Background: an optimization exercise with open tools, aiming at small area. Do not read the settings as production practice. Function was checked by simulation only, so behaviour that the tests miss may differ from the original. The clock port is modelled as an ideal driver; clocking choices that lean on that would not hold on a real chip. No activity file was given, so power comes from the tool's default toggle rates.

--- flow/flow/run.sh ---
#!/bin/bash
# The standard layout (standard.sh), with two changes: the port buffers
# use the smallest buffer cell, and clock tree synthesis uses clkbuf_4 and
# no dummy load cells. The full make output goes to standard.log.
export BUFFER_PORTS_ARGS="-buffer_cell sky130_fd_sc_hd__buf_1"
export CTS_ARGS="-sink_clustering_enable -repair_clock_nets -dont_use_dummy_load -buf_list sky130_fd_sc_hd__clkbuf_4"
bash standard.sh > standard.log 2>&1
--- flow/standard.sh ---
#!/bin/bash
# synth_recipe.tcl (not shown) runs the flow's synth.tcl, then flattens the netlist and writes it again
# the make line also repeats each setting of config.mk as NAME=value (left out here)
make -C /OpenROAD-flow-scripts/flow DESIGN_CONFIG=/design/flow/config.mk WORK_HOME=/design/flow/orfs CLKGATE_MAP_FILE= SYNTH_SCRIPT=/design/flow/synth_recipe.tcl "${@:-finish}"
--- flow/design.v ---
`timescale 1ns/1ps
module tcounter (
    input        clk,
    input        rst,
    input        clear,
    output       done
    );
   localparam [6:0] START = 7'b0010001;
   reg [6:0] c;
   wire      low6 = &c[5:0];
   assign    done = low6 & c[6];
   wire      fb   = ~(c[6] ^ c[0]) | low6;
   always @(posedge clk or posedge rst)
     if (rst) c[6] <= 1'b0;
     else     c[6] <= clear ? START[6] : c[5];
   always @(posedge clk)
     c[5:0] <= clear ? START[5:0] : {c[4:0], fb};
endmodule
`timescale 1ns/1ps
module debouncer (
   input  clk,
   input  rst,
   input  btn,
   output btn_db
   );
   localparam [1:0] IDLE = 2'd0, PRESS = 2'd1, PULSE = 2'd2, RELEASE = 2'd3;
   reg [1:0] ph;
   wire      t;
   wire clear = (ph == PULSE) |
                (ph == IDLE  & ~(btn & t)) |
                (ph == PRESS & ~btn);
   tcounter T1 (.clk(clk), .rst(rst), .clear(clear), .done(t));
   assign btn_db = (ph == PULSE);
   always @(posedge clk or posedge rst) begin
      if (rst)
        ph <= IDLE;
      else
        case (ph)
          IDLE:    if (btn) ph <= PRESS;
          PRESS:   if (!btn) ph <= t ? PULSE : IDLE;
          PULSE:   ph <= RELEASE;
          RELEASE: if (t) ph <= IDLE;
        endcase
   end
endmodule
`timescale 1ns/1ps
module transmit(
    input cw,
    input ccw,
    input arm_up,
    input arm_down,
    input load_line_up,
    input load_line_down,
    input [1:0] speed,
    output wire [7:0] uart_send_byte
);
    assign uart_send_byte = {speed,
                             cw & ~ccw, ccw & ~cw,
                             arm_up & ~arm_down, arm_down & ~arm_up,
                             load_line_up & ~load_line_down, load_line_down & ~load_line_up};
endmodule
`timescale 1ns/1ps
module uart_tx (
    input clk,
    input rst,
    input [7:0] data_in,
    output reg tx
);
    localparam [1:0] IDLE = 2'd0, LOAD = 2'd1, SEND = 2'd3, DONE = 2'd2;
    localparam [13:0] TFIRE = 14'b10010111110000;
    localparam [13:0] TMASK = 14'b01111111111111;   
    reg [1:0]  state;
    reg [7:0]  last_data;
    reg [9:0]  sh;
    reg [13:0] c;
    wire hit  = ((c & TMASK) == (TFIRE & TMASK));
    wire send = (state == SEND);
    wire fire = send & hit;
    wire fin  = ~|sh;
    always @(posedge clk or posedge rst) begin
        if (rst) begin
            state     <= IDLE;
            tx        <= 1'b1;
            last_data <= 8'b0;
        end else begin
            case (state)
                IDLE: begin
                    last_data <= data_in;
                    if (data_in != last_data) state <= LOAD;
                end
                LOAD: state <= SEND;
                SEND: if (hit) begin
                    tx <= sh[0] | fin;
                    if (fin) state <= DONE;
                end
                DONE: state <= IDLE;
            endcase
        end
    end
    always @(posedge clk) begin
        if (state == LOAD)
            sh <= {1'b1, data_in, 1'b0};
        else if (fire)
            sh <= {1'b0, sh[9:1]};
        c <= send ? {c[12:0], c[13] ^ c[0] ^ hit} : TFIRE;
    end
endmodule
module sev_seg_display (
        input clk,
        input rst,
        input [7:0] data_in,
        output wire [6:0] seg,
        output wire [3:0] an
);
    localparam [15:0] DSTART = 16'b0110011010000110;
    localparam [15:0] DLAST  = 16'b0011001101000011;
    localparam [15:0] DMASK  = 16'b0111111111111011;
    reg [15:0] d;
    reg [1:0]  digit;       
    reg [1:0]  pair;        
    reg        live;        
    reg [1:0]  sdigit;      
    reg [1:0]  spair;
    wire       wrap = ((d & DMASK) == (DLAST & DMASK));
    wire [1:0] digit_n = {digit[1] ^ (digit[0] & wrap), digit[0] ^ wrap};
    reg  [1:0] pair_n;
    always @(*)
        case (digit_n)
            2'd0:    pair_n = data_in[1:0];
            2'd1:    pair_n = data_in[3:2];
            2'd2:    pair_n = data_in[5:4];
            default: pair_n = data_in[7:6];
        endcase
    always @(posedge clk or posedge rst) begin
        if (rst) begin
            d     <= DSTART;
            digit <= 2'd0;
            pair  <= 2'd0;
            live  <= 1'b0;
        end else begin
            d     <= {d[14:0], d[15] ^ d[8] ^ wrap};
            digit <= digit_n;
            pair  <= pair_n;
            live  <= 1'b1;
        end
    end
    always @(posedge clk) begin
        sdigit <= digit;
        spair  <= pair;
    end
    wire p1 = spair[1], p0 = spair[0];
    wire lo = ~sdigit[1];                  
    wire d2 = sdigit[1] & ~sdigit[0];
    wire d3 = sdigit[1] & sdigit[0];
    wire [6:0] s;
    assign s[6] = ~lo & ~p1 & (d2 | ~p0);
    assign s[5] = lo ? ~p1 : d2 ? ~p0 : ~(p1 & p0);
    assign s[4] = d3 ? (p1 | ~p0) : ~p0 & ~(d2 & p1);
    assign s[3] = d3 ? ~(p1 ^ p0) : ~p0;
    assign s[2] = lo ? ~p0 : d2 | (~p1 & p0);
    assign s[1] = lo ? ~p1 : d2;
    assign s[0] = lo ? ~p1 : d2 | ~(p1 ^ p0);
    assign seg = s | {7{~live}};
    assign an  = {~live | ~d3, ~live | ~d2,
                  ~live | ~(lo & sdigit[0]), ~live | ~(lo & ~sdigit[0])};
endmodule
`timescale 1ns/1ps
module top (
	input  btn_up,
	input  btn_dn,
	input  clk,
	input  rst,
	input  cw,
	input  ccw,
	input  arm_up,
	input  arm_down,
	input  load_line_up,
	input  load_line_down,
	output wire [7:0] uart_data,
	output wire tx,
	output wire [6:0] seg,
	output wire [3:0] an
);
    reg  [1:0] speed;
    wire speed_up, speed_dn;   
    debouncer db_up   (.clk(clk), .rst(rst), .btn(btn_up), .btn_db(speed_up));
    debouncer db_down (.clk(clk), .rst(rst), .btn(btn_dn), .btn_db(speed_dn));
    always @(posedge clk or posedge rst) begin
        if (rst)
            speed <= 2'b00;
        else if (speed_dn && speed != 2'b00)
            speed <= speed - 2'b01;
        else if (speed_up && speed != 2'b11)
            speed <= speed + 2'b01;
    end
    transmit tx_module (
        .cw(cw), .ccw(ccw),
        .arm_up(arm_up), .arm_down(arm_down),
        .load_line_up(load_line_up), .load_line_down(load_line_down),
        .speed(speed),
        .uart_send_byte(uart_data)
    );
    uart_tx uart_module (.clk(clk), .rst(rst), .data_in(uart_data), .tx(tx));
    sev_seg_display display (.clk(clk), .rst(rst), .data_in(uart_data), .seg(seg), .an(an));
endmodule
--- flow/constraint.sdc ---
create_clock -name core_clock -period 10.0 [get_ports {clk}]
set_input_delay 2.0000 -clock core_clock [delete_from_list [all_inputs] [get_ports {clk}]]
set_output_delay 2.0000 -clock core_clock [all_outputs]
set_load 0.01 [all_outputs]
--- flow/config.mk ---
export PLATFORM = sky130hd
export DESIGN_NAME = top
export DESIGN_NICKNAME = top
export VERILOG_FILES = /design/flow/design.v
export SDC_FILE = /design/flow/constraint.sdc
export NUM_CORES = 4
export LEC_CHECK = 0
export CAP_MARGIN = 20
export CORE_MARGIN = 2
export CORE_UTILIZATION = 65
export SLEW_MARGIN = 20
==> impl_metrics.env, run 1 <==
export IMPL_outcome="finished clean"
export IMPL_crit_slowest_cell="nor2b_1"
export IMPL_critPathLaunchType="input port"
export IMPL_synthMuxAreaShare=0.0574
export IMPL_crit_arrival_ns=2.68
export IMPL_grt_max_degree=34
export IMPL_post_cts_resized=0
export IMPL_p_leak_uw=0.00138
export IMPL_cts_buffers_inserted=9
export IMPL_crit_path_max_incr_delay_ns=0.40
export IMPL_grt_pass1_wl_mm=8.38
export IMPL_routabilityCongestion=0.796
export IMPL_ctsHtreeMaxLevel=3
export IMPL_maxCapViolations=0
export IMPL_fmax_ghz=0.214
export IMPL_post_cts_buffers=0
export IMPL_synth_nets=265
export IMPL_cp_top_family="simple AND/OR/NAND/NOR gates"
export IMPL_cellPowerDensity_nw_per_um2=199
export IMPL_postRouteAntennaNets=0
export IMPL_synth_area_leaders="dfrtp_1 (26%), dfxtp_1 (21%), edfxtp_1 (7.8%)"
export IMPL_rows=25
export IMPL_finalHoldViolations=0
export IMPL_cts_root_buffer="clkbuf_4"
export IMPL_finalNetCount=296
export IMPL_worstSetupPathType="in -> out"
export IMPL_synth_edf_count=8
export IMPL_dieArea_um2=5330
export IMPL_start_util=0.664
export IMPL_overflow=0
export IMPL_clkLatencyLatePin_ns=0.41
export IMPL_drt_iter0_drc=89
export IMPL_grt_pass1_vias=1774
export IMPL_crit_top_cell="buf_1"
export IMPL_reg2reg_from="display.d[1]$_DFF_PP1_"
export IMPL_cts_tree="done"
export IMPL_relSlewSlack=0.523
export IMPL_die_width_um=73.0
export IMPL_drive_above_1_share=0.160
export IMPL_routed_via_count=1931
export IMPL_drt_first_pass_iters=4
export IMPL_hold_worst_slack_ns=0.345
export IMPL_critPathBufInv=2
export IMPL_area_delta_synth_final_pct=6.80
export IMPL_ys_warn_count=5
export IMPL_r2r_cells=6
export IMPL_setup_tns_ns=0
export IMPL_setup_violations=0
export IMPL_drc=0
export IMPL_drt_wl_total_mm=5.12
export IMPL_crit_fanout=6
export IMPL_cts_num_sinks=80
export IMPL_ctsHoldBuffers=0
export IMPL_synthCells=252
export IMPL_die_h_um=73.0
export IMPL_synth_seq_area_share=0.612
export IMPL_slew_violations=0
export IMPL_fin_skew_ns=0.0334
export IMPL_fillers=352
export IMPL_synthFlopType="dfxtp_1"
export IMPL_worst_pin_slew_ns=0.715
export IMPL_antenna_found_initial=0
export IMPL_mostFrequentLayoutCells="dfrtp_1 (32), dfxtp_1 (32), buf_1 (29), nand2_1 (15)"
export IMPL_place_hpwl_mm=3.53
export IMPL_syn_area_um2=3090
export IMPL_synth_fa_ha_area_frac=0.0121
export IMPL_synth_top_family_by_area="simple AND/OR/NAND/NOR gates"
export IMPL_track_usage=0.213
export IMPL_min_period_over_period=0.468
export IMPL_hold_depth=0
export IMPL_synth_cell_types=49
export IMPL_synth_compound_area_share=0.0720
export IMPL_vias_per_cell=5.76
export IMPL_n_antenna_cell=0
export IMPL_period_needed_ns=4.68
export IMPL_num_io_pins=30
export IMPL_synth_async_reset_ratio=0.500
export IMPL_wire_per_inst_um=15.3
export IMPL_hold_start="display.pair[1]$_DFF_PP0_"
export IMPL_critPathLaunch="arm_up"
export IMPL_post_route_util=0.709
export IMPL_rsz0062_at_grt="false"
export IMPL_required_ns=8.00
export IMPL_synth_simple_area_share=0.197
export IMPL_synth_xor_area_share=0.0255
export IMPL_path_clk_slew_ns=0.07
export IMPL_synth_top_cell_area_share=0.259
export IMPL_netlist_top_cell_by_area="dfrtp_1"
export IMPL_cts_buffer_depth=2
export IMPL_worst_path_stages=3
export IMPL_ys_seq_elements=80
export IMPL_io_buffer_count=29
export IMPL_coreArea_um2=4660
export IMPL_syn_mean_instance_area_um2=12.3
export IMPL_hp_class="reg -> reg"
export IMPL_endpoint_kind="output pin"
export IMPL_ir_drop_mv=0.153
export IMPL_cp_cell_sequence="buf_1 -> nor2b_1 -> buf_1"
## final cells by class
| type | count | area (um2) | share of cell area |
|---|---|---|---|
| Sequential cell | 80 | 1890 | 0.573 |
| Inverter | 8 | 30.0 | 0.00909 |
| Clock buffer | 9 | 67.6 | 0.0205 |
| Timing Repair Buffer | 30 | 116 | 0.0352 |
| Multi-Input combinational cell | 154 | 1130 | 0.342 |
| Tap cell | 54 | 67.6 | 0.0205 |
## logic make-up after synthesis
group	after synthesis
AOI/OAI and AO/OA	31
xor gates and xnor gates	9
adders and majority gates	3
buffers and inverters	18
DFF	80
muxes	14
other	1
and+or+nand+nor	96
## worst paths after layout
path	to	slack, ns
setup / recovery	uart_data[3]	5.32
hold / removal	display.spair[1]$_DFF_P_	0.34
setup reg to reg	display.pair[1]$_DFF_PP0_	7.32
hold reg to reg	display.spair[1]$_DFF_P_	0.34
max in group asynchronous	display.d[1]$_DFF_PP1_	7.75
min in group asynchronous	db_down.T1.c[6]$_DFF_PP0_	1.47
## report_power, final
group	switching (uW)	internal (uW)	leakage, uW
Combinational	47.2	56.7	0.000511
Clock	88.4	41.9	0.0000414
Sequential	43.2	381	0.000831
Total	179	479	0.00138
## cells in the mapped netlist (all sizes together), types with 2 or more instances
cell / number
or2: 8
nand2b: 3
ha: 3
a21o: 2
nand3: 6
a21oi: 4
a22o: 8
xor2: 4
mux2i: 2
nor4bb: 2
nor4: 3
nor2b: 9
xnor2: 5
and3: 7
dfstp: 8
o211ai: 3
dfrtp: 32
o21ai: 6
nor2: 6
nand4: 4
a31oi: 2
mux4: 2
nand3b: 7
dfxtp: 32
edfxtp: 8
clkbuf: 9
and2: 10
nand4bb: 2
nand2: 15
inv: 8
mux2: 10
or4: 8
a41oi: 2
## per-layer routing
| layer | track usage | vias to the layer above | wire, um |
|---|---|---|---|
| met1 | 0.294 | 929 | 2500 |
| met2 | 0.313 | 41 | 2290 |
| met4 | 0.0741 | 0 | 70 |
| met5 | 0 | - | 0 |
| li1 | - | 955 | - |
| met3 | 0.0773 | 6 | 262 |
## registers in the layout, indices dropped and copies added (netlist names), named ones only
signal,count
db_up.ph,1
uart_module.c,14
display.spair,2
uart_module.sh,10
db_up.T1.c,7
display.digit,2
speed,2
uart_module.last_data,8
display.sdigit,2
display.d,16
uart_module.state,2
db_down.T1.c,7
uart_module.tx,1
display.live,1
display.pair,2
db_down.ph,1
## through the flow
stage | std cells | setup slack, ns | power (uW) | cell area, um2
after floorplan | 252 | 5.67 | 504 | 3090
after global placement | 326 | 5.33 | 531 | 3240
after detailed placement | 326 | 5.31 | 535 | 3240
after CTS | 335 | 5.33 | 667 | 3300
after global routing | 335 | 5.25 | 695 | 3300
final | 335 | 5.32 | 658 | 3300
## worst reg2reg max path, stage by stage (launching register included)
cell and delay [ns]:
dfstp_2 0.54, nor4bb_1 0.34, nand4_1 0.16, nor4_1 0.37, ha_1 0.25, xor2_1 0.33, mux4_2 0.56
==> run 2: changes to the inputs <==
--- a/flow/design.v
+++ b/flow/design.v
@@ -7,13 +7,16 @@
     );
    localparam [6:0] START = 7'b0010001;
-   reg [6:0] c;
+   localparam [6:0] INV = 7'b0101010;
+   localparam [6:0] BSTART = START ^ INV;
+   reg [6:0] b;
+   wire [6:0] c = b ^ INV;
    wire      low6 = &c[5:0];
    assign    done = low6 & c[6];
    wire      fb   = ~(c[6] ^ c[0]) | low6;
    always @(posedge clk or posedge rst)
-     if (rst) c[6] <= 1'b0;
-     else     c[6] <= clear ? START[6] : c[5];
+     if (rst) b[6] <= INV[6];
+     else     b[6] <= clear ? BSTART[6] : ~b[5];
    always @(posedge clk)
-     c[5:0] <= clear ? START[5:0] : {c[4:0], fb};
+     b[5:0] <= clear ? BSTART[5:0] : {~b[4:0], fb ^ INV[0]};
 endmodule
 `timescale 1ns/1ps
@@ -70,8 +73,11 @@
     localparam [13:0] TFIRE = 14'b10010111110000;
     localparam [13:0] TMASK = 14'b01111111111111;   
+    localparam [13:0] TINV  = 14'b01010101010101;
+    localparam [13:0] UFIRE = TFIRE ^ TINV;
     reg [1:0]  state;
     reg [7:0]  last_data;
     reg [9:0]  sh;
-    reg [13:0] c;
+    reg [13:0] u;
+    wire [13:0] c = u ^ TINV;
     wire hit  = ((c & TMASK) == (TFIRE & TMASK));
     wire send = (state == SEND);
@@ -103,5 +109,5 @@
         else if (fire)
             sh <= {1'b0, sh[9:1]};
-        c <= send ? {c[12:0], c[13] ^ c[0] ^ hit} : TFIRE;
+        u <= send ? {~u[12:0], c[13] ^ c[0] ^ hit ^ TINV[0]} : UFIRE;
     end
 endmodule
==> run 2 against run 1 <==
  * Clock power about the same
  * Count of clock-buffer cells in the layout did not move
  * Combinational power shrank 59%
  * Critical path type unchanged
==> impl_metrics.env, run 2 <==
export IMPL_drc=0
export IMPL_setup_tns_ns=0
export IMPL_dieArea_um2=5260
export IMPL_ys_warn_count=5
export IMPL_hold_start="display.pair[0]$_DFF_PP0_"
export IMPL_synthFlopType="dfxtp_1"
export IMPL_synth_commonest_cells="dfrtp_1 (32), dfxtp_1 (32), nand2_1 (29), nor2_1 (16), o21ai_0 (10)"
export IMPL_fmax_ghz=0.212
export IMPL_wire_per_inst_um=14.7
export IMPL_fillers=315
export IMPL_worst_pin_slew_ns=0.782
export IMPL_overflow=0
export IMPL_reg2reg_to="display.pair[1]$_DFF_PP0_"
export IMPL_cts_num_sinks=80
export IMPL_netlist_top_cell_by_area="dfrtp_1"
export IMPL_routabilityCongestion=0.774
export IMPL_die_width_um=72.5
export IMPL_vias_per_cell=5.78
export IMPL_reg_top3="display.d: 16 flops, uart_module.u: 14 flops, uart_module.sh: 10 flops"
export IMPL_synth_nets=272
export IMPL_finalNetCount=305
export IMPL_relSlewSlack=0.478
export IMPL_ctsHtreeMaxLevel=3
export IMPL_ff2ff_setup_slack_ns=7.42
export IMPL_synth_seq_area_share=0.620
export IMPL_maxCapViolations=0
export IMPL_min_period_over_period=0.472
export IMPL_critPathLaunch="load_line_down"
export IMPL_ir_drop_mv=0.135
export IMPL_setup_violations=0
export IMPL_rsz0062_at_grt="false"
export IMPL_drt_first_pass_iters=4
export IMPL_slew_violations=0
export IMPL_crit_fanout=5
export IMPL_placed_cells=333
export IMPL_antenna_found_initial=0
export IMPL_syn_area_um2=3050
export IMPL_num_io_pins=30
export IMPL_synth_cell_types=44
export IMPL_io_buffer_count=29
export IMPL_synth_area_leaders="dfrtp_1 (26%), dfxtp_1 (21%), edfxtp_1 (7.9%)"
export IMPL_period_needed_ns=4.72
export IMPL_cts_buffers_inserted=9
export IMPL_syn_mean_instance_area_um2=11.8
export IMPL_place_hpwl_mm=3.52
export IMPL_reg2reg_from="display.d[9]$_DFF_PP1_"
export IMPL_synth_top_cell_area_share=0.263
export IMPL_synth_async_reset_ratio=0.500
export IMPL_cts_root_buffer="clkbuf_4"
export IMPL_r2r_cells=6
export IMPL_ys_seq_elements=80
export IMPL_grt_pass1_wl_mm=8.56
export IMPL_ctsHoldBuffers=0
export IMPL_die_h_um=72.5
export IMPL_critPathLaunchType="input port"
export IMPL_postRouteAntennaNets=0
export IMPL_drt_wl_total_mm=5.02
export IMPL_grt_pass1_vias=1875
export IMPL_hold_depth=0
export IMPL_clkLatencyLatePin_ns=0.41
export IMPL_n_antenna_cell=0
export IMPL_area_delta_synth_final_pct=7.18
export IMPL_synthCells=259
export IMPL_drive_above_1_share=0.124
export IMPL_hold_worst_slack_ns=0.356
export IMPL_endpoint_kind="output pin"
export IMPL_cts_tree="done"
export IMPL_drt_iter0_drc=95
export IMPL_post_cts_buffers=0
export IMPL_worstSetupPathType="in -> out"
export IMPL_final_cells=342
export IMPL_min_to="display.spair[0]$_DFF_P_"
export IMPL_finalHoldViolations=0
export IMPL_finalPower_uw=532
export IMPL_routed_via_count=1976
export IMPL_start_util=0.686
export IMPL_regMostFlops="display.d"
export IMPL_p_leak_uw=0.00136
export IMPL_cts_buffer_depth=2
export IMPL_mostFrequentLayoutCells="dfrtp_1 (32), dfxtp_1 (32), nand2_1 (29), buf_1 (29), nor2_1 (16)"
export IMPL_crit_arrival_ns=2.72
export IMPL_path_clk_slew_ns=0.11
export IMPL_outcome="finished clean"
export IMPL_post_cts_resized=0
export IMPL_cellPowerDensity_nw_per_um2=163
export IMPL_synth_edf_count=8
export IMPL_fin_skew_ns=0.0227
export IMPL_largest_reg_flops=16
export IMPL_coreArea_um2=4440
export IMPL_rows=24
export IMPL_grt_max_degree=41
export IMPL_hp_class="reg -> reg"
export IMPL_track_usage=0.217
export IMPL_required_ns=8.00
==> run 2: cell types whose count changed in the layout (fill, tap and decap cells not counted), sizes merged, moves of 4 or more <==
cell   before  now
or4         8    4
and2       10    3
o21ai       6   10
or2         8    1
and3        7    0
nor3        1    5
nor2        6   17
nand2      15   30
==> run 2: kinds of logic after synthesis <==
logic type / after synthesis / share of synthesized area
simple gates: 102 / 0.190
flops: 80 / 0.620
compound gates: 35 / 0.0800
buf+inv: 17 / 0.0209
xor+xnor: 11 / 0.0316
mux: 10 / 0.0443
fa+ha+maj: 3 / 0.0123
other cells: 1 / 0.00123
==> run 2: cell type report <==
cell class | instances | area, um2 | share of cell area
inverters | 9 | 33.8 | 0.0103
repair buffers | 30 | 116 | 0.0356
well taps | 52 | 65.1 | 0.0199
flip-flops and latches | 80 | 1890 | 0.579
clock buffers | 9 | 67.6 | 0.0207
multi-input cells | 162 | 1090 | 0.335
==> run 2: critical path, stage by stage <==
cell	delay (ns)
buf_1	0.15
nor2b_1	0.37
buf_1	0.20
==> run 2: through the flow <==
step	area [um2]	util	worst slack, ns
2_1_floorplan	3050	-	5.67
3_3_place_gp	3200	0.720	5.32
3_5_place_dp	3200	0.720	5.31
4_1_cts	3270	0.736	5.30
5_1_grt	3270	0.736	5.22
6_report	3270	0.736	5.28
==> run 2: per-layer routing <==
metal / vias up / routed length [um] / GRT usage
met5: - / 0 / 0
li1: 982 / - / -
met3: 13 / 244 / 0.0639
met2: 57 / 2230 / 0.323
met1: 924 / 2450 / 0.298
met4: 0 / 91 / 0.0967
==> run 2: worst max path at each step <==
| stage | end | slack (ns) |
|---|---|---|
| after floorplan | uart_data[4] | 5.67 |
| after global placement | uart_data[0] | 5.32 |
| after detailed placement | uart_data[0] | 5.31 |
| after CTS | uart_data[0] | 5.30 |
| after global routing | uart_data[0] | 5.22 |
| final | uart_data[0] | 5.28 |
==> run 2: where the power goes <==
group	total (uW)	switching (uW)	internal (uW)
Sequential	357	17.5	339
Clock	132	89.9	41.9
Combinational	43.1	23.0	20.0
Total	532	130	401
==> run 3: changes to the inputs <==
--- a/flow/design.v
+++ b/flow/design.v
@@ -77,11 +77,17 @@
     reg [1:0]  state;
     reg [7:0]  last_data;
-    reg [9:0]  sh;
     reg [13:0] u;
+    reg [7:0]  ring;
+    localparam [3:0] KSTART = 4'b0010;
+    localparam [3:0] KINV   = 4'b1010;
+    reg [3:0]  kb;
+    wire [3:0] k = kb ^ KINV;
     wire [13:0] c = u ^ TINV;
     wire hit  = ((c & TMASK) == (TFIRE & TMASK));
     wire send = (state == SEND);
-    wire fire = send & hit;
-    wire fin  = ~|sh;
+    wire load = (state == LOAD);
+    wire start = ~k[2] & ~k[0];         
+    wire high  = ~k[3] & ~k[1];         
+    wire fin   = k[2] & ~k[1] & k[0];   
     always @(posedge clk or posedge rst) begin
         if (rst) begin
@@ -97,5 +103,5 @@
                 LOAD: state <= SEND;
                 SEND: if (hit) begin
-                    tx <= sh[0] | fin;
+                    tx <= ~start & (high | ring[7]);
                     if (fin) state <= DONE;
                 end
@@ -105,9 +111,9 @@
     end
     always @(posedge clk) begin
-        if (state == LOAD)
-            sh <= {1'b1, data_in, 1'b0};
-        else if (fire)
-            sh <= {1'b0, sh[9:1]};
-        u <= send ? {~u[12:0], c[13] ^ c[0] ^ hit ^ TINV[0]} : UFIRE;
+        u    <= send ? {~u[12:0], c[13] ^ c[0] ^ hit ^ TINV[0]} : UFIRE;
+        ring <= load ? {data_in[7], data_in[0], data_in[1], data_in[2],
+                        data_in[3], data_in[4], data_in[5], data_in[6]}
+                     : {ring[6:0], ring[7]};
+        kb   <= load ? KSTART ^ KINV : {~kb[2:0], k[3] ^ k[0] ^ KINV[0]};
     end
 endmodule
==> run 3 against run 2 <==
  * Still clean on timing, DRC and antenna
  * Die area shrank 2.7%
  * Synthesized cell count grew 7.3%
  * Register-to-register slack gained 0.32 ns
  * Via count shrank 3.6%
  * Critical endpoint is now uart_data[2]
  * Worst setup slack gained 0.16 ns
  * Highest routed layer unchanged
  * First-iteration DRC count shrank 8.4%
  * Final cell count grew 5.3%
  * Global-route usage shrank 0.70 points
  * Flip-flop and latch count grew 2
  * Count of clock-buffer cells in the layout is the same
==> impl_metrics.env, run 3 <==
export IMPL_post_route_util=0.725
export IMPL_drt_iter0_drc=87
export IMPL_num_io_pins=30
export IMPL_yosys_cell_count_top_type="nand2_1"
export IMPL_drive_above_1_share=0.0942
export IMPL_synth_area_leaders="dfxtp_1 (28%), dfrtp_1 (27%), dfstp_2 (7.1%)"
export IMPL_min_period_over_period=0.456
export IMPL_clkLatencyLatePin_ns=0.40
export IMPL_syn_area_um2=2960
export IMPL_finalPower_uw=528
export IMPL_die_width_um=71.5
export IMPL_io_buffer_count=29
export IMPL_fin_area_um2=3180
export IMPL_worstSetupPathType="in -> out"
export IMPL_dieArea_um2=5120
export IMPL_reg2reg_to="display.pair[0]$_DFF_PP0_"
export IMPL_path_clk_slew_ns=0.11
export IMPL_setup_violations=0
export IMPL_antenna_found_initial=0
export IMPL_rsz0062_at_grt="false"
export IMPL_routabilityCongestion=0.853
export IMPL_dp_slack_ns=5.45
export IMPL_post_cts_buffers=0
export IMPL_pwr_share_seq=0.681
export IMPL_cts_buffers_inserted=9
export IMPL_mostFrequentLayoutCells="nand2_1 (49), dfxtp_1 (42), dfrtp_1 (32), buf_1 (29), o21ai_0 (22)"
export IMPL_placed_cell_area_um2=3110
export IMPL_finalNetCount=323
export IMPL_track_usage=0.210
export IMPL_hold_depth=0
export IMPL_setup_tns_ns=0
export IMPL_n_antenna_cell=0
export IMPL_p_int_uw=403
export IMPL_synth_commonest_cells="nand2_1 (49), dfxtp_1 (42), dfrtp_1 (32), o21ai_0 (22), nor2_1 (20)"
export IMPL_slew_violations=0
export IMPL_synth_top_cell_area_share=0.284
export IMPL_syn_mean_instance_area_um2=10.7
export IMPL_synthFlopType="dfxtp_1"
export IMPL_ff2ff_setup_slack_ns=7.74
export IMPL_post_cts_resized=0
export IMPL_cellPowerDensity_nw_per_um2=166
export IMPL_ys_warn_count=5
export IMPL_grt_pass1_vias=1877
export IMPL_ctsHoldBuffers=0
export IMPL_period_needed_ns=4.56
export IMPL_area_delta_synth_final_pct=7.22
export IMPL_power_frac_comb=0.076
export IMPL_crit_arrival_ns=2.56
export IMPL_synth_async_reset_ratio=0.488
export IMPL_min_to="display.spair[1]$_DFF_P_"
export IMPL_synth_seq_area_share=0.625
export IMPL_place_hpwl_mm=3.37
export IMPL_netlist_top_cell_by_area="dfxtp_1"
export IMPL_crit_fanout=4
export IMPL_hp_class="reg -> reg"
export IMPL_fillers=349
export IMPL_p_leak_uw=0.00140
export IMPL_swShare=0.237
export IMPL_ir_drop_mv=0.119
export IMPL_cts_tree="done"
export IMPL_rows=24
export IMPL_synth_edf_count=0
export IMPL_setup_ws_ns=5.44
export IMPL_largest_reg_flops=16
export IMPL_cts_buffer_depth=2
export IMPL_synth_cell_types=38
export IMPL_regMostFlops="display.d"
export IMPL_die_h_um=71.5
export IMPL_cts_num_sinks=82
export IMPL_overflow=0
export IMPL_drt_first_pass_iters=4
export IMPL_drt_wl_total_mm=4.61
export IMPL_fin_skew_ns=0.0304
export IMPL_maxCapViolations=0
export IMPL_cts_root_buffer="clkbuf_4"
export IMPL_endpoint_kind="output pin"
export IMPL_start_util=0.676
export IMPL_grt_max_degree=41
export IMPL_ctsHtreeMaxLevel=3
export IMPL_postRouteAntennaNets=0
export IMPL_layout_commonest_cell="nand2_1"
export IMPL_synth_nets=291
export IMPL_outcome="finished clean"
export IMPL_drc=0
export IMPL_finalHoldViolations=0
export IMPL_reg_top3="display.d: 16 flops, uart_module.u: 14 flops"
export IMPL_synthCells=278
export IMPL_wire_per_inst_um=12.8
export IMPL_clock_power_share=0.242
export IMPL_fmax_ghz=0.220
export IMPL_routed_via_count=1904
export IMPL_critPathLaunchType="input port"
export IMPL_power_switching_uw=125
export IMPL_reg2reg_from="display.d[13]$_DFF_PP1_"
export IMPL_ys_seq_elements=82
export IMPL_vias_per_cell=5.29
export IMPL_grt_pass1_wl_mm=8.20
export IMPL_required_ns=8.00
export IMPL_coreArea_um2=4380
export IMPL_r2r_cells=6
export IMPL_hold_start="display.pair[1]$_DFF_PP0_"
run 3: critical path, cell delays in order:
cell      delay (ns)
buf_1           0.10
nand2b_1        0.18
inv_1           0.11
buf_1           0.16
run 3: worst max-delay path by stage:
stage,start,endpoint,slack [ns],cells after the start
floorplan,ccw,uart_data[5],5.74,2
global placement,arm_up,uart_data[2],5.47,4
detailed placement,cw,uart_data[4],5.45,4
CTS,arm_up,uart_data[2],5.44,4
global route,ccw,uart_data[5],5.38,4
finish,arm_up,uart_data[2],5.44,4
run 3: cells by family (layout without fill, tap and decap cells):
logic type / after synthesis / after routing / share of synthesized area
other: 1 / 1 / 0.00127
buffers and inverters: 21 / 51 / 0.0270
AOI/OAI and AO/OA: 36 / 36 / 0.0692
xor gates and xnor gates: 14 / 14 / 0.0414
and+or+nand+nor: 115 / 115 / 0.193
muxes: 6 / 6 / 0.0304
adders and majority gates: 3 / 3 / 0.0127
DFF: 82 / 82 / 0.625
run 3: final cells by class:
cell class,instances,area (um2),area share
flip-flops and latches,82,1850,0.583
multi-input cells,175,1030,0.325
repair buffers,30,116,0.0366
clock buffers,9,67.6,0.0213
well taps,52,65.1,0.0205
inverters,12,45.0,0.0142
run 3: power by group through the flow:
stage | clock (uW) | combinational [uW] | sequential [uW]
2_1_floorplan | 0 | 31.6 | 360
3_3_place_gp | 0 | 39.6 | 366
3_5_place_dp | 0 | 40.9 | 366
4_1_cts | 133 | 41.0 | 360
5_1_grt | 145 | 46.4 | 362
6_report | 128 | 40.2 | 360
run 3: stage by stage:
stage	std cells	hold slack, ns
finish	360	0.354
global route	360	0.374
CTS	360	0.358
detailed placement	351	0.331
global placement	351	0.327
floorplan	278	0.324
run 3: routing by layer:
layer  wire (um)  up-vias  part of all wire  GRT usage
met2        2030       37              0.44      0.311
met3         191        7             0.041     0.0549
met1        2330      872              0.51      0.301
li1            -      988                 -          -
met4          59        0             0.013     0.0818
met5           0        -                 0          0
==> run 4: changes to the inputs <==
--- a/flow/design.v
+++ b/flow/design.v
@@ -154,5 +154,5 @@
             digit <= digit_n;
             pair  <= pair_n;
-            live  <= 1'b1;
+            live  <= ~rst;   
         end
     end
==> flow/flow/run.sh (replaced) <==
#!/bin/bash
# The standard layout (standard.sh), with these changes:
# - after the standard synthesis, each combinational cell is given its
#   smallest drive strength (downsize.py; registers are not touched), since
#   the 10 ns clock leaves ample slack; the resizer still repairs slew and
#   capacitance afterwards;
# - the port buffers use the smallest buffer cell;
# - clock tree synthesis uses clkbuf_4 and no dummy load cells.
# Each step's full output goes to its own log file here.
set -e
R=$PWD/orfs/results/$FLOW_PLATFORM/top/base
export BUFFER_PORTS_ARGS="-buffer_cell sky130_fd_sc_hd__buf_1"
export CTS_ARGS="-sink_clustering_enable -repair_clock_nets -dont_use_dummy_load -buf_list sky130_fd_sc_hd__clkbuf_16 -sink_clustering_size 100 -sink_clustering_max_diameter 1000"
export PRE_CTS_TCL=$PWD/flow/pre_cts.tcl
bash standard.sh $R/1_2_yosys.v > synth.log 2>&1
python3 flow/downsize.py $FLOW_HOME/platforms/$FLOW_PLATFORM/lib/sky130_fd_sc_hd__tt_025C_1v80.lib $R/1_2_yosys.v > downsize.log 2>&1
bash standard.sh > standard.log 2>&1
==> flow/flow/downsize.py (new file) <==
#!/usr/bin/env python3
"""Give every combinational cell of a mapped netlist the smallest-area drive
strength of its kind (same function and pins, e.g. nor4_4 -> nor4_1).
Registers, tie cells and buffers are left as they are.
usage: downsize.py LIBERTY NETLIST  (NETLIST is rewritten in place)"""
import re, sys, collections

lib, net = sys.argv[1], sys.argv[2]
text = open(lib).read()
area = {m.group(1): float(m.group(2)) for m in re.finditer(
    r'cell\s*\(\s*"?(sky130_fd_sc_hd__\w+?)"?\s*\)\s*\{.*?area\s*:\s*([\d.]+)', text, re.S)}
dont = re.compile(r'__(lpflow|probe|df|edf|sdf|sedf|dl|conb|buf|clkbuf|clkinv|clkdly|tap|fill|decap|diode|ha_|fa_|macro)')
kinds = collections.defaultdict(list)
for c in area:
    m = re.match(r'(sky130_fd_sc_hd__\w+)_(\d+)$', c)
    if m and not dont.search(c):
        kinds[m.group(1)].append(c)
best = {}
for k, cells in kinds.items():
    for c in cells:
        small = min(cells, key=lambda x: (area[x], int(x.rsplit('_', 1)[1])))
        if area[small] < area[c]:
            best[c] = small
v = open(net).read()
count = collections.Counter()
def swap(m):
    c = m.group(1)
    if c in best:
        count[(c, best[c])] += 1
        return best[c] + m.group(2)
    return m.group(0)
v = re.sub(r'\b(sky130_fd_sc_hd__\w+)(\s+\S+\s*\()', swap, v)
open(net, 'w').write(v)
for (a, b), n in sorted(count.items()):
    print(f'{n:4d} {a} -> {b} ({area[a]} -> {area[b]})')
print('area saved:', round(sum(n * (area[a] - area[b]) for (a, b), n in count.items()), 3))
==> flow/flow/pre_cts.tcl (new file) <==
set_max_fanout 100 [current_design]
==> run 4 against run 3 <==
  * Still clean
  * Hold slack got worse by 0.015 ns
  * Count of clock-buffer cells in the layout did not move
  * Non-clock buffer count did not move
  * Synthesized cell count fell by 1.8%
  * First-iteration DRC count rose by 91%
  * Flip-flop and latch count did not move
  * Worst setup slack got worse by 0.040 ns
  * Critical path depth did not move
  * Highest routed layer unchanged
==> impl_metrics.env, run 4 <==
export IMPL_outcome="finished clean"
export IMPL_die_h_um=70.9
export IMPL_fmax_ghz=0.218
export IMPL_start_util=0.674
export IMPL_min_period_over_period=0.460
export IMPL_crit_top_cell="buf_1"
export IMPL_synthCells=273
export IMPL_required_ns=8.00
export IMPL_hold_worst_slack_ns=0.339
export IMPL_reg_top3="display.d: 16 flops, uart_module.u: 14 flops"
export IMPL_setup_tns_ns=0
export IMPL_ys_warn_count=5
export IMPL_drt_iter0_drc=166
export IMPL_layout_commonest_cell="nand2_1"
export IMPL_worstSetupPathType="in -> out"
export IMPL_slew_violations=0
export IMPL_grt_max_degree=42
export IMPL_period_needed_ns=4.60
export IMPL_largest_reg_flops=16
export IMPL_drc=0
export IMPL_endpoint_kind="output pin"
export IMPL_cellPowerDensity_nw_per_um2=203
export IMPL_ctsHoldBuffers=0
export IMPL_crit_slowest_cell="nand2b_1"
export IMPL_track_usage=0.217
export IMPL_cts_tree="done"
export IMPL_rows=24
export IMPL_p_leak_uw=0.00143
export IMPL_n_antenna_cell=0
export IMPL_cts_buffers_inserted=9
export IMPL_maxCapViolations=0
export IMPL_io_buffer_count=29
export IMPL_relSlewSlack=0.672
export IMPL_cp_cell_sequence="buf_1 -> nand2b_1 -> inv_1 -> buf_1"
export IMPL_critPathLaunchType="input port"
export IMPL_num_io_pins=30
export IMPL_drive_above_1_share=0.0858
export IMPL_drt_first_pass_iters=4
export IMPL_finalHoldViolations=0
export IMPL_area_delta_synth_final_pct=12.7
export IMPL_worst_pin_slew_ns=0.487
export IMPL_hp_class="reg -> reg"
export IMPL_overflow=0
export IMPL_finalNetCount=318
export IMPL_mostFrequentLayoutCells="nand2_1 (48), dfxtp_1 (42), dfrtp_1 (32), buf_1 (29)"
export IMPL_post_cts_buffers=0
export IMPL_cts_num_sinks=82
export IMPL_rsz0062_at_grt="false"
export IMPL_post_cts_resized=0
export IMPL_cp_top_family="buffers and inverters"
export IMPL_dieArea_um2=5030
export IMPL_clkLatencyLatePin_ns=0.32
export IMPL_synth_nets=286
export IMPL_routabilityCongestion=0.788
export IMPL_antenna_found_initial=0
export IMPL_wire_per_inst_um=13.7
export IMPL_regMostFlops="display.d"
export IMPL_fillers=297
export IMPL_fin_skew_ns=0.0168
export IMPL_place_hpwl_mm=3.28
export IMPL_vias_per_cell=5.45
export IMPL_crit_fanout=4
export IMPL_crit_path_max_incr_delay_ns=0.22
export IMPL_die_width_um=70.9
export IMPL_setup_violations=0
export IMPL_syn_area_um2=2910
export IMPL_ir_drop_mv=0.150
export IMPL_grt_pass1_vias=1867
export IMPL_coreArea_um2=4320
export IMPL_routed_via_count=1936
export IMPL_path_clk_slew_ns=0.05
export IMPL_crit_arrival_ns=2.60
export IMPL_syn_mean_instance_area_um2=10.7
export IMPL_grt_pass1_wl_mm=8.26
export IMPL_drt_wl_total_mm=4.85
export IMPL_critPathBufInv=3
export IMPL_postRouteAntennaNets=0
==> run 4: per-stage QoR <==
| stage | total power [uW] | setup slack [ns] | instances | util | instance area [um2] |
|---|---|---|---|---|---|
| 5_1_grt | 694 | 5.32 | 355 | 0.759 | 3280 |
| 3_3_place_gp | 408 | 5.46 | 346 | 0.707 | 3060 |
| 6_report | 665 | 5.40 | 355 | 0.759 | 3280 |
| 3_5_place_dp | 409 | 5.41 | 346 | 0.707 | 3060 |
| 2_1_floorplan | 394 | 5.72 | 273 | - | 2910 |
| 4_1_cts | 674 | 5.41 | 355 | 0.759 | 3280 |
==> run 4: layout make-up <==
class                      count  area, um2  share of cell area
multi-input combinational    170        980               0.298
timing repair buffer          30        116              0.0354
tap                           52       65.1              0.0198
inverter                      12       45.0              0.0137
sequential                    82       1850               0.564
clock buffer                   9        225              0.0686
==> run 4: routing by layer <==
metal | part of all wire | up-vias | wire [um] | global-route usage
met5 | 0 | - | 0 | 0
met4 | 0.014 | 0 | 68 | 0.0839
met3 | 0.046 | 8 | 221 | 0.0755
met2 | 0.49 | 44 | 2370 | 0.346
met1 | 0.45 | 913 | 2200 | 0.275
li1 | - | 971 | - | -
==> run 4: worst paths after layout <==
| path | from | slack (ns) | to | cells past startpoint |
|---|---|---|---|---|
| max | load_line_down | 5.40 | uart_data[1] | 4 |
| min | display.pair[0]$_DFF_PP0_ | 0.34 | display.spair[0]$_DFF_P_ | 0 |
| max reg2reg | display.d[1]$_DFF_PP1_ | 7.58 | display.pair[0]$_DFF_PP0_ | 6 |
| min reg2reg | display.pair[0]$_DFF_PP0_ | 0.34 | display.spair[0]$_DFF_P_ | 0 |
| max in group asynchronous | rst | 7.86 | display.d[10]$_DFF_PP1_ | 3 |
| min in group asynchronous | rst | 1.77 | asynchronous set/reset pin | 3 |
==> run 4: power breakdown <==
group          leakage, uW  internal, uW  total, uW  switching [uW]
Clock             0.000111           157        262             104
Combinational     0.000513          19.2       43.0            23.7
Sequential        0.000809           344        361            16.7
Total              0.00143           521        665             145
==> run 5: changes to the inputs <==
--- a/flow/flow/run.sh
+++ b/flow/flow/run.sh
@@ -11,6 +11,5 @@
 R=$PWD/orfs/results/$FLOW_PLATFORM/top/base
 export BUFFER_PORTS_ARGS="-buffer_cell sky130_fd_sc_hd__buf_1"
-export CTS_ARGS="-sink_clustering_enable -repair_clock_nets -dont_use_dummy_load -buf_list sky130_fd_sc_hd__clkbuf_16 -sink_clustering_size 100 -sink_clustering_max_diameter 1000"
-export PRE_CTS_TCL=$PWD/flow/pre_cts.tcl
+export CTS_ARGS="-repair_clock_nets -dont_use_dummy_load -buf_list sky130_fd_sc_hd__clkbuf_8 -distance_between_buffers 500 -sink_clustering_levels 1"
 bash standard.sh $R/1_2_yosys.v > synth.log 2>&1
 python3 flow/downsize.py $FLOW_HOME/platforms/$FLOW_PLATFORM/lib/sky130_fd_sc_hd__tt_025C_1v80.lib $R/1_2_yosys.v > downsize.log 2>&1
removed: flow/flow/pre_cts.tcl
==> run 5 against run 4 <==
  * Cell area is 3.1% lower
  * Largest cell class unchanged
  * Flip-flop and latch count stayed put
  * Fmax is 0.38% higher
  * Critical path depth stayed put
  * Highest routed layer unchanged
  * Count of clock-buffer cells in the layout stayed put
==> impl_metrics.env, run 5 <==
export IMPL_worstSetupPathType="in -> out"
export IMPL_post_cts_resized=0
export IMPL_fin_area_um2=3180
export IMPL_drt_first_pass_iters=4
export IMPL_post_cts_buffers=0
export IMPL_ir_drop_mv=0.141
export IMPL_largest_reg_flops=16
export IMPL_ctsHtreeMaxLevel=3
export IMPL_swShare=0.231
export IMPL_drt_iter0_drc=118
export IMPL_cts_buffer_depth=2
export IMPL_crit_slowest_cell="nand2b_1"
export IMPL_cellPowerDensity_nw_per_um2=181
export IMPL_power_frac_comb=0.074
export IMPL_fillers=307
export IMPL_relSlewSlack=0.674
export IMPL_ys_warn_count=5
export IMPL_synth_nets=286
export IMPL_antenna_found_initial=0
export IMPL_min_period_over_period=0.458
export IMPL_die_width_um=70.9
export IMPL_clkLatencyLatePin_ns=0.34
export IMPL_endpoint_kind="output pin"
export IMPL_drive_above_1_share=0.0858
export IMPL_reg_top3="display.d: 16 flops, uart_module.u: 14 flops"
export IMPL_power_switching_uw=133
export IMPL_gr_usage_met2=0.315
export IMPL_routabilityCongestion=0.788
export IMPL_setup_violations=0
export IMPL_n_antenna_cell=0
export IMPL_p_leak_uw=0.00139
export IMPL_syn_area_um2=2910
export IMPL_start_util=0.674
export IMPL_grt_busiest_layer="met2"
export IMPL_cts_buffers_inserted=9
export IMPL_num_io_pins=30
export IMPL_finalHoldViolations=0
export IMPL_cp_cell_sequence="buf_1 -> nand2b_1 -> inv_1 -> buf_1"
export IMPL_outcome="finished clean"
export IMPL_grt_pass1_wl_mm=7.93
export IMPL_mostFrequentLayoutCells="nand2_1 (48), dfxtp_1 (42), dfrtp_1 (32), buf_1 (29)"
export IMPL_cts_tree="done"
export IMPL_path_clk_slew_ns=0.06
export IMPL_track_usage=0.209
export IMPL_postRouteAntennaNets=0
export IMPL_setup_tns_ns=0
export IMPL_critPathLaunchType="input port"
export IMPL_clock_power_share=0.301
export IMPL_hp_class="reg -> reg"
export IMPL_slew_violations=0
export IMPL_crit_arrival_ns=2.58
export IMPL_routed_via_count=1921
export IMPL_regMostFlops="display.d"
export IMPL_maxCapViolations=0
export IMPL_drc=0
export IMPL_dieArea_um2=5030
export IMPL_rows=24
export IMPL_rsz0062_at_grt="false"
export IMPL_cts_num_sinks=82
export IMPL_area_delta_synth_final_pct=9.24
export IMPL_grtUsageMet3=0.0840
export IMPL_overflow=0
export IMPL_crit_path_max_incr_delay_ns=0.21
export IMPL_crit_fanout=4
export IMPL_io_buffer_count=29
export IMPL_wire_per_inst_um=13.0
export IMPL_syn_mean_instance_area_um2=10.7
export IMPL_pwr_share_seq=0.625
export IMPL_p_int_uw=443
export IMPL_die_h_um=70.9
export IMPL_placed_cell_area_um2=3060
export IMPL_cts_root_buffer="clkbuf_8"
export IMPL_synthCells=273
export IMPL_drt_wl_total_mm=4.62
export IMPL_ctsHoldBuffers=0
export IMPL_layout_commonest_cell="nand2_1"
export IMPL_grt_max_degree=42
export IMPL_crit_top_cell="buf_1"
export IMPL_period_needed_ns=4.58
export IMPL_place_hpwl_mm=3.28
export IMPL_fin_skew_ns=0.0235
export IMPL_coreArea_um2=4320
export IMPL_vias_per_cell=5.41
export IMPL_finalNetCount=318
export IMPL_fmax_ghz=0.218
export IMPL_finalPower_uw=576
export IMPL_required_ns=8.00
export IMPL_worst_pin_slew_ns=0.484
export IMPL_grt_pass1_vias=1838
export IMPL_use_met1=0.269
[run 5: routing by layer]
layer | share of wire | wire length, um
met5 | 0 | 0
met4 | 0.017 | 80
met3 | 0.055 | 252
met2 | 0.46 | 2130
met1 | 0.47 | 2160
[run 5: layout make-up]
type | instances | area (um2) | share of cell area
flip-flops and latches | 82 | 1850 | 0.582
multi-input cells | 170 | 980 | 0.308
clock buffers | 9 | 124 | 0.0389
repair buffers | 30 | 116 | 0.0366
well taps | 52 | 65.1 | 0.0204
inverters | 12 | 45.0 | 0.0142
[run 5: power by group through the flow]
| stage | clock network (uW) | registers (uW) | logic (uW) |
|---|---|---|---|
| global route | 195 | 362 | 48.3 |
| CTS | 182 | 360 | 43.3 |
| finish | 173 | 360 | 42.4 |
| detailed placement | 0 | 366 | 42.9 |
| floorplan | 0 | 360 | 34.2 |
| global placement | 0 | 366 | 42.2 |
[run 5: per-stage QoR]
stage	cells	worst slack [ns]	hold slack, ns	util
after global routing	355	5.33	0.349	0.736
after detailed placement	346	5.41	0.330	0.707
after global placement	346	5.46	0.326	0.707
after floorplan	273	5.72	0.324	-
after CTS	355	5.41	0.345	0.736
final	355	5.42	0.342	0.736
[run 5: worst paths after layout]
check | end | slack [ns] | cells after the start | start
setup reg to reg | display.pair[0]$_DFF_PP0_ | 7.57 | 6 | display.d[1]$_DFF_PP1_
max in group asynchronous | display.d[10]$_DFF_PP1_ | 7.88 | 3 | rst
setup / recovery | uart_data[1] | 5.42 | 4 | load_line_down
hold reg to reg | display.spair[0]$_DFF_P_ | 0.34 | 0 | display.pair[0]$_DFF_PP0_
hold / removal | display.spair[0]$_DFF_P_ | 0.34 | 0 | display.pair[0]$_DFF_PP0_
min in group asynchronous | asynchronous set/reset pin | 1.75 | 3 | rst
[run 5: worst max-delay path, delay by kind of cell]
| kind | cells | cell delay [ns] |
|---|---|---|
| buffers and inverters | 3 | 0.36 |
| AND/OR/NAND/NOR | 1 | 0.21 |
==> run 6: changes to the inputs <==
--- a/flow/flow/run.sh
+++ b/flow/flow/run.sh
@@ -11,5 +11,5 @@
 R=$PWD/orfs/results/$FLOW_PLATFORM/top/base
 export BUFFER_PORTS_ARGS="-buffer_cell sky130_fd_sc_hd__buf_1"
-export CTS_ARGS="-repair_clock_nets -dont_use_dummy_load -buf_list sky130_fd_sc_hd__clkbuf_8 -distance_between_buffers 500 -sink_clustering_levels 1"
+export CTS_ARGS="-sink_clustering_enable -repair_clock_nets -dont_use_dummy_load -buf_list sky130_fd_sc_hd__clkbuf_4"
 bash standard.sh $R/1_2_yosys.v > synth.log 2>&1
 python3 flow/downsize.py $FLOW_HOME/platforms/$FLOW_PLATFORM/lib/sky130_fd_sc_hd__tt_025C_1v80.lib $R/1_2_yosys.v > downsize.log 2>&1
==> run 6 against run 5 <==
  * Still clean on timing, DRC and antenna
  * Synthesized area unchanged
  * First-iteration DRC count down 37%
  * Hold slack better by 0.0086 ns
  * Critical path depth unchanged
  * Clock power down 24%
  * Flip-flop and latch count unchanged
  * Die area unchanged
  * Critical path type unchanged
  * Critical endpoint unchanged
  * Largest power group unchanged
==> impl_metrics.env, run 6 <==
export IMPL_finalNetCount=318
export IMPL_die_width_um=70.9
export IMPL_post_cts_buffers=0
export IMPL_dieArea_um2=5030
export IMPL_track_usage=0.208
export IMPL_reg_top3="display.d: 16 flops, uart_module.u: 14 flops"
export IMPL_syn_mean_instance_area_um2=10.7
export IMPL_ctsHtreeMaxLevel=3
export IMPL_slew_violations=0
export IMPL_drive_above_1_share=0.0858
export IMPL_cts_root_buffer="clkbuf_4"
export IMPL_drc=0
export IMPL_ff2ff_setup_slack_ns=7.56
export IMPL_reg2reg_to="display.pair[0]$_DFF_PP0_"
export IMPL_multi_input_area_um2=980
export IMPL_p_leak_uw=0.00136
export IMPL_fillers=326
export IMPL_io_buffer_count=29
export IMPL_ctsHoldBuffers=0
export IMPL_grt_pass1_wl_mm=7.87
export IMPL_crit_arrival_ns=2.59
export IMPL_setup_violations=0
export IMPL_place_hpwl_mm=3.28
export IMPL_synth_nets=286
export IMPL_maxCapViolations=0
export IMPL_regMostFlops="display.d"
export IMPL_fin_skew_ns=0.0388
export IMPL_finalPower_uw=532
export IMPL_clkLatencyLatePin_ns=0.40
export IMPL_seqCellArea_um2=1850
export IMPL_rows=24
export IMPL_num_io_pins=30
export IMPL_routed_via_count=1933
export IMPL_drt_wl_total_mm=4.63
export IMPL_cellPowerDensity_nw_per_um2=170
export IMPL_min_to="display.spair[0]$_DFF_P_"
export IMPL_vias_per_cell=5.45
export IMPL_ir_drop_mv=0.121
export IMPL_crit_fanout=4
export IMPL_mostFrequentLayoutCells="nand2_1 (48), dfxtp_1 (42), dfrtp_1 (32), buf_1 (29)"
export IMPL_cts_num_sinks=82
export IMPL_cts_buffers_inserted=9
export IMPL_rsz0062_at_grt="false"
export IMPL_drt_iter0_drc=74
export IMPL_hold_depth=0
export IMPL_drt_first_pass_iters=4
export IMPL_worst_pin_slew_ns=0.483
export IMPL_ys_warn_count=5
export IMPL_min_period_over_period=0.459
export IMPL_layout_commonest_cell="nand2_1"
export IMPL_n_antenna_cell=0
export IMPL_finalHoldViolations=0
export IMPL_antenna_found_initial=0
export IMPL_largest_reg_flops=16
export IMPL_hp_class="reg -> reg"
export IMPL_postRouteAntennaNets=0
export IMPL_reg2reg_from="display.d[1]$_DFF_PP1_"
export IMPL_post_cts_resized=0
export IMPL_critPathLaunchType="input port"
export IMPL_synthCells=273
export IMPL_relSlewSlack=0.675
export IMPL_grt_pass1_vias=1822
export IMPL_area_delta_synth_final_pct=7.30
export IMPL_die_h_um=70.9
export IMPL_required_ns=8.00
export IMPL_cts_tree="done"
export IMPL_setup_tns_ns=0
export IMPL_routabilityCongestion=0.788
export IMPL_overflow=0
export IMPL_coreArea_um2=4320
export IMPL_cts_buffer_depth=2
export IMPL_worstSetupPathType="in -> out"
export IMPL_start_util=0.674
export IMPL_placed_cells=346
export IMPL_period_needed_ns=4.59
export IMPL_endpoint_kind="output pin"
export IMPL_r2r_cells=6
export IMPL_final_cells=355
export IMPL_path_clk_slew_ns=0.09
export IMPL_syn_area_um2=2910
export IMPL_outcome="finished clean"
export IMPL_wire_per_inst_um=13.0
export IMPL_hold_start="display.pair[0]$_DFF_PP0_"
export IMPL_fmax_ghz=0.218
export IMPL_grt_max_degree=42
run 6: worst max-delay path by stage:
stage / cells after the start / slack [ns] / to / from
global placement: 4 / 5.46 / uart_data[4] / cw
global route: 4 / 5.32 / uart_data[1] / load_line_down
detailed placement: 4 / 5.41 / uart_data[1] / load_line_down
floorplan: 2 / 5.72 / uart_data[5] / ccw
finish: 4 / 5.41 / uart_data[1] / load_line_down
CTS: 4 / 5.41 / uart_data[1] / load_line_down
run 6: cell type report:
| cell class | count | area share |
|---|---|---|
| Sequential cell | 82 | 0.592 |
| Multi-Input combinational cell | 170 | 0.313 |
| Timing Repair Buffer | 30 | 0.0372 |
| Clock buffer | 9 | 0.0216 |
| Tap cell | 52 | 0.0208 |
| Inverter | 12 | 0.0144 |
run 6: power by group:
group	internal, uW	switching, uW	total [uW]	leakage [uW]
clock	42.0	88.8	131	0.0000414
sequential	343	16.3	359	0.000809
combinational	19.2	23.1	42.3	0.000513
total	404	128	532	0.00136
run 6: per-layer routing:
layer  part of all wire  up-vias  GRT usage
met4              0.013        0     0.0860
met2               0.46       49      0.310
li1                   -      972          -
met5                  0        -          0
met3              0.057        6     0.0983
met1               0.47      906      0.263
run 6: critical path: stages:
cell and delay (ns):
buf_1 0.08, nand2b_1 0.22, inv_1 0.13, buf_1 0.16
run 6: through the flow:
step | hold WS [ns] | worst slack (ns) | cell area, um2 | util
global route | 0.359 | 5.32 | 3130 | 0.723
floorplan | 0.324 | 5.72 | 2910 | -
global placement | 0.326 | 5.46 | 3060 | 0.707
finish | 0.351 | 5.41 | 3130 | 0.723
CTS | 0.353 | 5.41 | 3130 | 0.723
detailed placement | 0.330 | 5.41 | 3060 | 0.707
==> run 7: changes to the inputs <==
--- a/flow/flow/run.sh
+++ b/flow/flow/run.sh
@@ -11,5 +11,5 @@
 R=$PWD/orfs/results/$FLOW_PLATFORM/top/base
 export BUFFER_PORTS_ARGS="-buffer_cell sky130_fd_sc_hd__buf_1"
-export CTS_ARGS="-sink_clustering_enable -repair_clock_nets -dont_use_dummy_load -buf_list sky130_fd_sc_hd__clkbuf_4"
+export CTS_ARGS="-sink_clustering_enable -sink_clustering_size 40 -sink_clustering_max_diameter 200 -sink_clustering_levels 1 -repair_clock_nets -dont_use_dummy_load -buf_list sky130_fd_sc_hd__clkbuf_8"
 bash standard.sh $R/1_2_yosys.v > synth.log 2>&1
 python3 flow/downsize.py $FLOW_HOME/platforms/$FLOW_PLATFORM/lib/sky130_fd_sc_hd__tt_025C_1v80.lib $R/1_2_yosys.v > downsize.log 2>&1
==> run 7 against run 6 <==
  * Still clean on timing, DRC and antenna
  * Clock skew decreased by 0.015 ns
  * Count of clock-buffer cells in the layout is the same
  * Combinational power about the same
  * Critical path depth did not move
  * Synthesized cell count unchanged
  * Sequential share of layout area decreased by 1.0 points
  * Worst setup slack better by 0.013 ns
  * Final cell count unchanged
  * Critical path type unchanged
  * Largest cell class unchanged
==> impl_metrics.env, run 7 <==
export IMPL_outcome="finished clean"
export IMPL_hold_worst_slack_ns=0.342
export IMPL_grt_pass1_wl_mm=7.93
export IMPL_min_period_over_period=0.458
export IMPL_critPathLaunchType="input port"
export IMPL_crit_top_cell="buf_1"
export IMPL_period_needed_ns=4.58
export IMPL_finalNetCount=318
export IMPL_dp_slack_ns=5.41
export IMPL_fin_skew_ns=0.0235
export IMPL_post_cts_buffers=0
export IMPL_required_ns=8.00
export IMPL_overflow=0
export IMPL_post_route_util=0.736
export IMPL_rows=24
export IMPL_vias_per_cell=5.41
export IMPL_crit_slowest_cell="nand2b_1"
export IMPL_routed_via_count=1921
export IMPL_hp_class="reg -> reg"
export IMPL_crit_path_max_incr_delay_ns=0.21
export IMPL_fillers=307
export IMPL_cts_root_buffer="clkbuf_8"
export IMPL_drive_above_1_share=0.0858
export IMPL_syn_area_um2=2910
export IMPL_drt_first_pass_iters=4
export IMPL_die_width_um=70.9
export IMPL_largest_reg_flops=16
export IMPL_dieArea_um2=5030
export IMPL_die_h_um=70.9
export IMPL_setup_ws_ns=5.42
export IMPL_layout_commonest_cell="nand2_1"
export IMPL_crit_fanout=4
export IMPL_synthCells=273
export IMPL_relSlewSlack=0.674
export IMPL_ir_drop_mv=0.141
export IMPL_num_io_pins=30
export IMPL_cellPowerDensity_nw_per_um2=181
export IMPL_grt_max_degree=42
export IMPL_postRouteAntennaNets=0
export IMPL_place_hpwl_mm=3.28
export IMPL_critPathBufInv=3
export IMPL_drt_wl_total_mm=4.62
export IMPL_final_cells=355
export IMPL_path_clk_slew_ns=0.06
export IMPL_antenna_found_initial=0
export IMPL_coreArea_um2=4320
export IMPL_setup_tns_ns=0
export IMPL_worstSetupPathType="in -> out"
export IMPL_regMostFlops="display.d"
export IMPL_io_buffer_count=29
export IMPL_ys_warn_count=5
export IMPL_cts_buffers_inserted=9
export IMPL_rsz0062_at_grt="false"
export IMPL_cts_buffer_depth=2
export IMPL_p_leak_uw=0.00139
export IMPL_grt_pass1_vias=1838
export IMPL_wire_per_inst_um=13.0
export IMPL_finalHoldViolations=0
export IMPL_n_antenna_cell=0
export IMPL_slew_violations=0
export IMPL_clkLatencyLatePin_ns=0.34
export IMPL_maxCapViolations=0
export IMPL_cts_num_sinks=82
export IMPL_drc=0
export IMPL_cp_cell_sequence="buf_1 -> nand2b_1 -> inv_1 -> buf_1"
export IMPL_ctsHoldBuffers=0
export IMPL_endpoint_kind="output pin"
export IMPL_mostFrequentLayoutCells="nand2_1 (48), dfxtp_1 (42), dfrtp_1 (32), buf_1 (29)"
export IMPL_setup_violations=0
export IMPL_start_util=0.674
export IMPL_reg_top3="display.d: 16 flops, uart_module.u: 14 flops"
export IMPL_synth_nets=286
export IMPL_drt_iter0_drc=118
export IMPL_cp_top_family="buffers and inverters"
export IMPL_cts_tree="done"
export IMPL_area_delta_synth_final_pct=9.24
export IMPL_crit_arrival_ns=2.58
export IMPL_routabilityCongestion=0.788
export IMPL_worst_pin_slew_ns=0.484
export IMPL_ctsHtreeMaxLevel=3
export IMPL_track_usage=0.209
export IMPL_placed_cells=346
export IMPL_syn_mean_instance_area_um2=10.7
export IMPL_fmax_ghz=0.218
export IMPL_post_cts_resized=0
-- run 7: worst register-to-register path, cell delays in order (launching register included) --
cell      delay, ns
dfstp_2        0.53
nor4bb_1       0.20
nand4_1        0.12
nor4_1         0.38
ha_1           0.24
xnor2_1        0.23
mux4_2         0.57
-- run 7: layout make-up --
cell class	instances	area [um2]	area share
inverters	12	45.0	0.0142
flip-flops and latches	82	1850	0.582
well taps	52	65.1	0.0204
multi-input cells	170	980	0.308
repair buffers	30	116	0.0366
clock buffers	9	124	0.0389
-- run 7: layer usage --
| metal | vias to the layer above | share of wire | GRT usage | routed length (um) |
|---|---|---|---|---|
| li1 | 975 | - | - | - |
| met1 | 896 | 0.47 | 0.269 | 2160 |
| met2 | 43 | 0.46 | 0.315 | 2130 |
| met3 | 7 | 0.055 | 0.0840 | 252 |
| met4 | 0 | 0.017 | 0.0964 | 80 |
| met5 | - | 0 | 0 | 0 |
-- run 7: final timing paths --
kind	from	endpoint	cells past startpoint	slack (ns)
worst min-delay path	display.pair[0]$_DFF_PP0_	display.spair[0]$_DFF_P_	0	0.34
worst max-delay path	load_line_down	uart_data[1]	4	5.42
worst min register to register	display.pair[0]$_DFF_PP0_	display.spair[0]$_DFF_P_	0	0.34
min in group asynchronous	rst	asynchronous set/reset pin	3	1.75
max in group asynchronous	rst	display.d[10]$_DFF_PP1_	3	7.88
worst max register to register	display.d[1]$_DFF_PP1_	display.pair[0]$_DFF_PP0_	6	7.57
-- run 7: stage by stage --
step | total power, uW | cell area (um2)
final | 576 | 3180
after global routing | 605 | 3180
after CTS | 584 | 3180
after detailed placement | 409 | 3060
after global placement | 408 | 3060
after floorplan | 394 | 2910
-- run 7: power by group --
group | leakage (uW) | switching [uW] | internal [uW] | total [uW]
Clock | 0.0000647 | 93.2 | 80.3 | 173
Combinational | 0.000513 | 23.2 | 19.2 | 42.4
Sequential | 0.000809 | 16.5 | 343 | 360
==> run 8: changes to the inputs <==
==> flow/flow/run.sh (replaced) <==
#!/bin/bash
# The standard layout (standard.sh), with these changes:
# - after the standard synthesis, each combinational cell is given its
#   smallest drive strength (downsize.py; registers are not touched), since
#   the 10 ns clock leaves ample slack; the resizer still repairs slew and
#   capacitance afterwards;
# - the port buffers use the smallest buffer cell;
# - clock tree synthesis uses clkbuf_8 and no dummy load cells.
# Each step's full output goes to its own log file here.
set -e
R=$PWD/orfs/results/$FLOW_PLATFORM/top/base
export BUFFER_PORTS_ARGS="-buffer_cell sky130_fd_sc_hd__buf_1"
export CTS_ARGS="-sink_clustering_enable -repair_clock_nets -dont_use_dummy_load -buf_list sky130_fd_sc_hd__clkbuf_8"
bash standard.sh $R/1_2_yosys.v > synth.log 2>&1
python3 flow/downsize.py $FLOW_HOME/platforms/$FLOW_PLATFORM/lib/sky130_fd_sc_hd__tt_025C_1v80.lib $R/1_2_yosys.v > downsize.log 2>&1
bash standard.sh > standard.log 2>&1
==> run 8 against run 7 <==
  * Combinational power is essentially flat
  * Cell area is the same
  * Clock power is essentially flat
  * Critical path depth is the same
  * Worst setup slack is the same
  * Via count is the same
  * Largest power group unchanged
==> impl_metrics.env, run 8 <==
export IMPL_outcome="finished clean"
export IMPL_crit_fanout=4
export IMPL_drt_first_pass_iters=4
export IMPL_die_h_um=70.9
export IMPL_fillers=307
export IMPL_synthCells=273
export IMPL_ctsHoldBuffers=0
export IMPL_seqCellArea_um2=1850
export IMPL_track_usage=0.209
export IMPL_period_needed_ns=4.58
export IMPL_clkLatencyLatePin_ns=0.34
export IMPL_rows=24
export IMPL_routed_via_count=1921
export IMPL_ctsHtreeMaxLevel=3
export IMPL_n_antenna_cell=0
export IMPL_drt_iter0_drc=118
export IMPL_postRouteAntennaNets=0
export IMPL_required_ns=8.00
export IMPL_multi_input_area_um2=980
export IMPL_coreArea_um2=4320
export IMPL_endpoint="uart_data[1]"
export IMPL_critPathLaunchType="input port"
export IMPL_cts_buffers_inserted=9
export IMPL_maxCapViolations=0
export IMPL_cellPowerDensity_nw_per_um2=181
export IMPL_cts_buffer_depth=2
export IMPL_ir_drop_mv=0.141
export IMPL_synth_nets=286
export IMPL_grt_max_degree=42
export IMPL_routabilityCongestion=0.788
export IMPL_place_hpwl_mm=3.28
export IMPL_start_util=0.674
export IMPL_drc=0
export IMPL_hold_worst_slack_ns=0.342
export IMPL_relSlewSlack=0.674
export IMPL_wire_per_inst_um=13.0
export IMPL_io_buffer_count=29
export IMPL_crit_top_cell="buf_1"
export IMPL_reg2reg_from="display.d[1]$_DFF_PP1_"
export IMPL_post_cts_resized=0
export IMPL_slew_violations=0
export IMPL_cp_cell_sequence="buf_1 -> nand2b_1 -> inv_1 -> buf_1"
export IMPL_placed_cell_area_um2=3060
export IMPL_drive_above_1_share=0.0858
export IMPL_dieArea_um2=5030
export IMPL_die_width_um=70.9
export IMPL_layout_commonest_cell="nand2_1"
export IMPL_fmax_ghz=0.218
export IMPL_grt_pass1_vias=1838
export IMPL_crit_arrival_ns=2.58
export IMPL_reg2reg_to="display.pair[0]$_DFF_PP0_"
export IMPL_antenna_found_initial=0
export IMPL_crit_path_max_incr_delay_ns=0.21
export IMPL_finalNetCount=318
export IMPL_post_route_util=0.736
export IMPL_ff2ff_setup_slack_ns=7.57
export IMPL_setup_tns_ns=0
export IMPL_reg_top3="display.d: 16 flops, uart_module.u: 14 flops"
export IMPL_rsz0062_at_grt="false"
export IMPL_ys_warn_count=5
export IMPL_cts_root_buffer="clkbuf_8"
export IMPL_area_delta_synth_final_pct=9.24
export IMPL_finalHoldViolations=0
export IMPL_largest_reg_flops=16
export IMPL_hp_class="reg -> reg"
export IMPL_post_cts_buffers=0
export IMPL_grt_pass1_wl_mm=7.93
export IMPL_drt_wl_total_mm=4.62
export IMPL_fin_area_um2=3180
export IMPL_worst_pin_slew_ns=0.484
export IMPL_worstSetupPathType="in -> out"
==> run 8: how the worst min path moves through the flow <==
stage	cells after the start	slack (ns)	start	endpoint
after floorplan	0	0.32	display.pair[0]$_DFF_PP0_	display.spair[0]$_DFF_P_
after global placement	0	0.33	display.pair[0]$_DFF_PP0_	display.spair[0]$_DFF_P_
after detailed placement	0	0.33	display.pair[1]$_DFF_PP0_	display.spair[1]$_DFF_P_
after CTS	0	0.35	display.pair[0]$_DFF_PP0_	display.spair[0]$_DFF_P_
after global routing	0	0.35	display.pair[0]$_DFF_PP0_	display.spair[0]$_DFF_P_
final	0	0.34	display.pair[0]$_DFF_PP0_	display.spair[0]$_DFF_P_
==> run 8: per-layer routing <==
metal	vias up	GRT usage	part of all wire
li1	975	-	-
met1	896	0.269	0.47
met2	43	0.315	0.46
met3	7	0.0840	0.055
met4	0	0.0964	0.017
met5	-	0	0
==> run 8: stage by stage <==
stage | cells | setup WS [ns] | power [uW]
floorplan | 273 | 5.72 | 394
global placement | 346 | 5.46 | 408
detailed placement | 346 | 5.41 | 409
CTS | 355 | 5.41 | 584
global route | 355 | 5.33 | 605
finish | 355 | 5.42 | 576
==> run 8: area by class of cell <==
type	count	share of cell area
timing repair buffer	30	0.0366
tap	52	0.0204
multi-input combinational	170	0.308
clock buffer	9	0.0389
inverter	12	0.0142
sequential	82	0.582
==> run 8: where the power goes <==
group	internal (uW)	leakage [uW]	total (uW)	switching, uW
combinational	19.2	0.000513	42.4	23.2
clock	80.3	0.0000647	173	93.2
sequential	343	0.000809	360	16.5
total	443	0.00139	576	133
==> run 8: critical path: cells and delay by family <==
family	cells	cell delay, ns
buffers and inverters	3	0.36
AND/OR/NAND/NOR	1	0.21

Re-timed with assumed drivers on the ports (clkbuf_16 on the clock, buf_2 on other inputs), run 8 has 5.401 ns of setup slack against 5.421 ns with ideal ports, and 5.401 ns once port delays also move by the mid clock arrival of 0.355 ns.
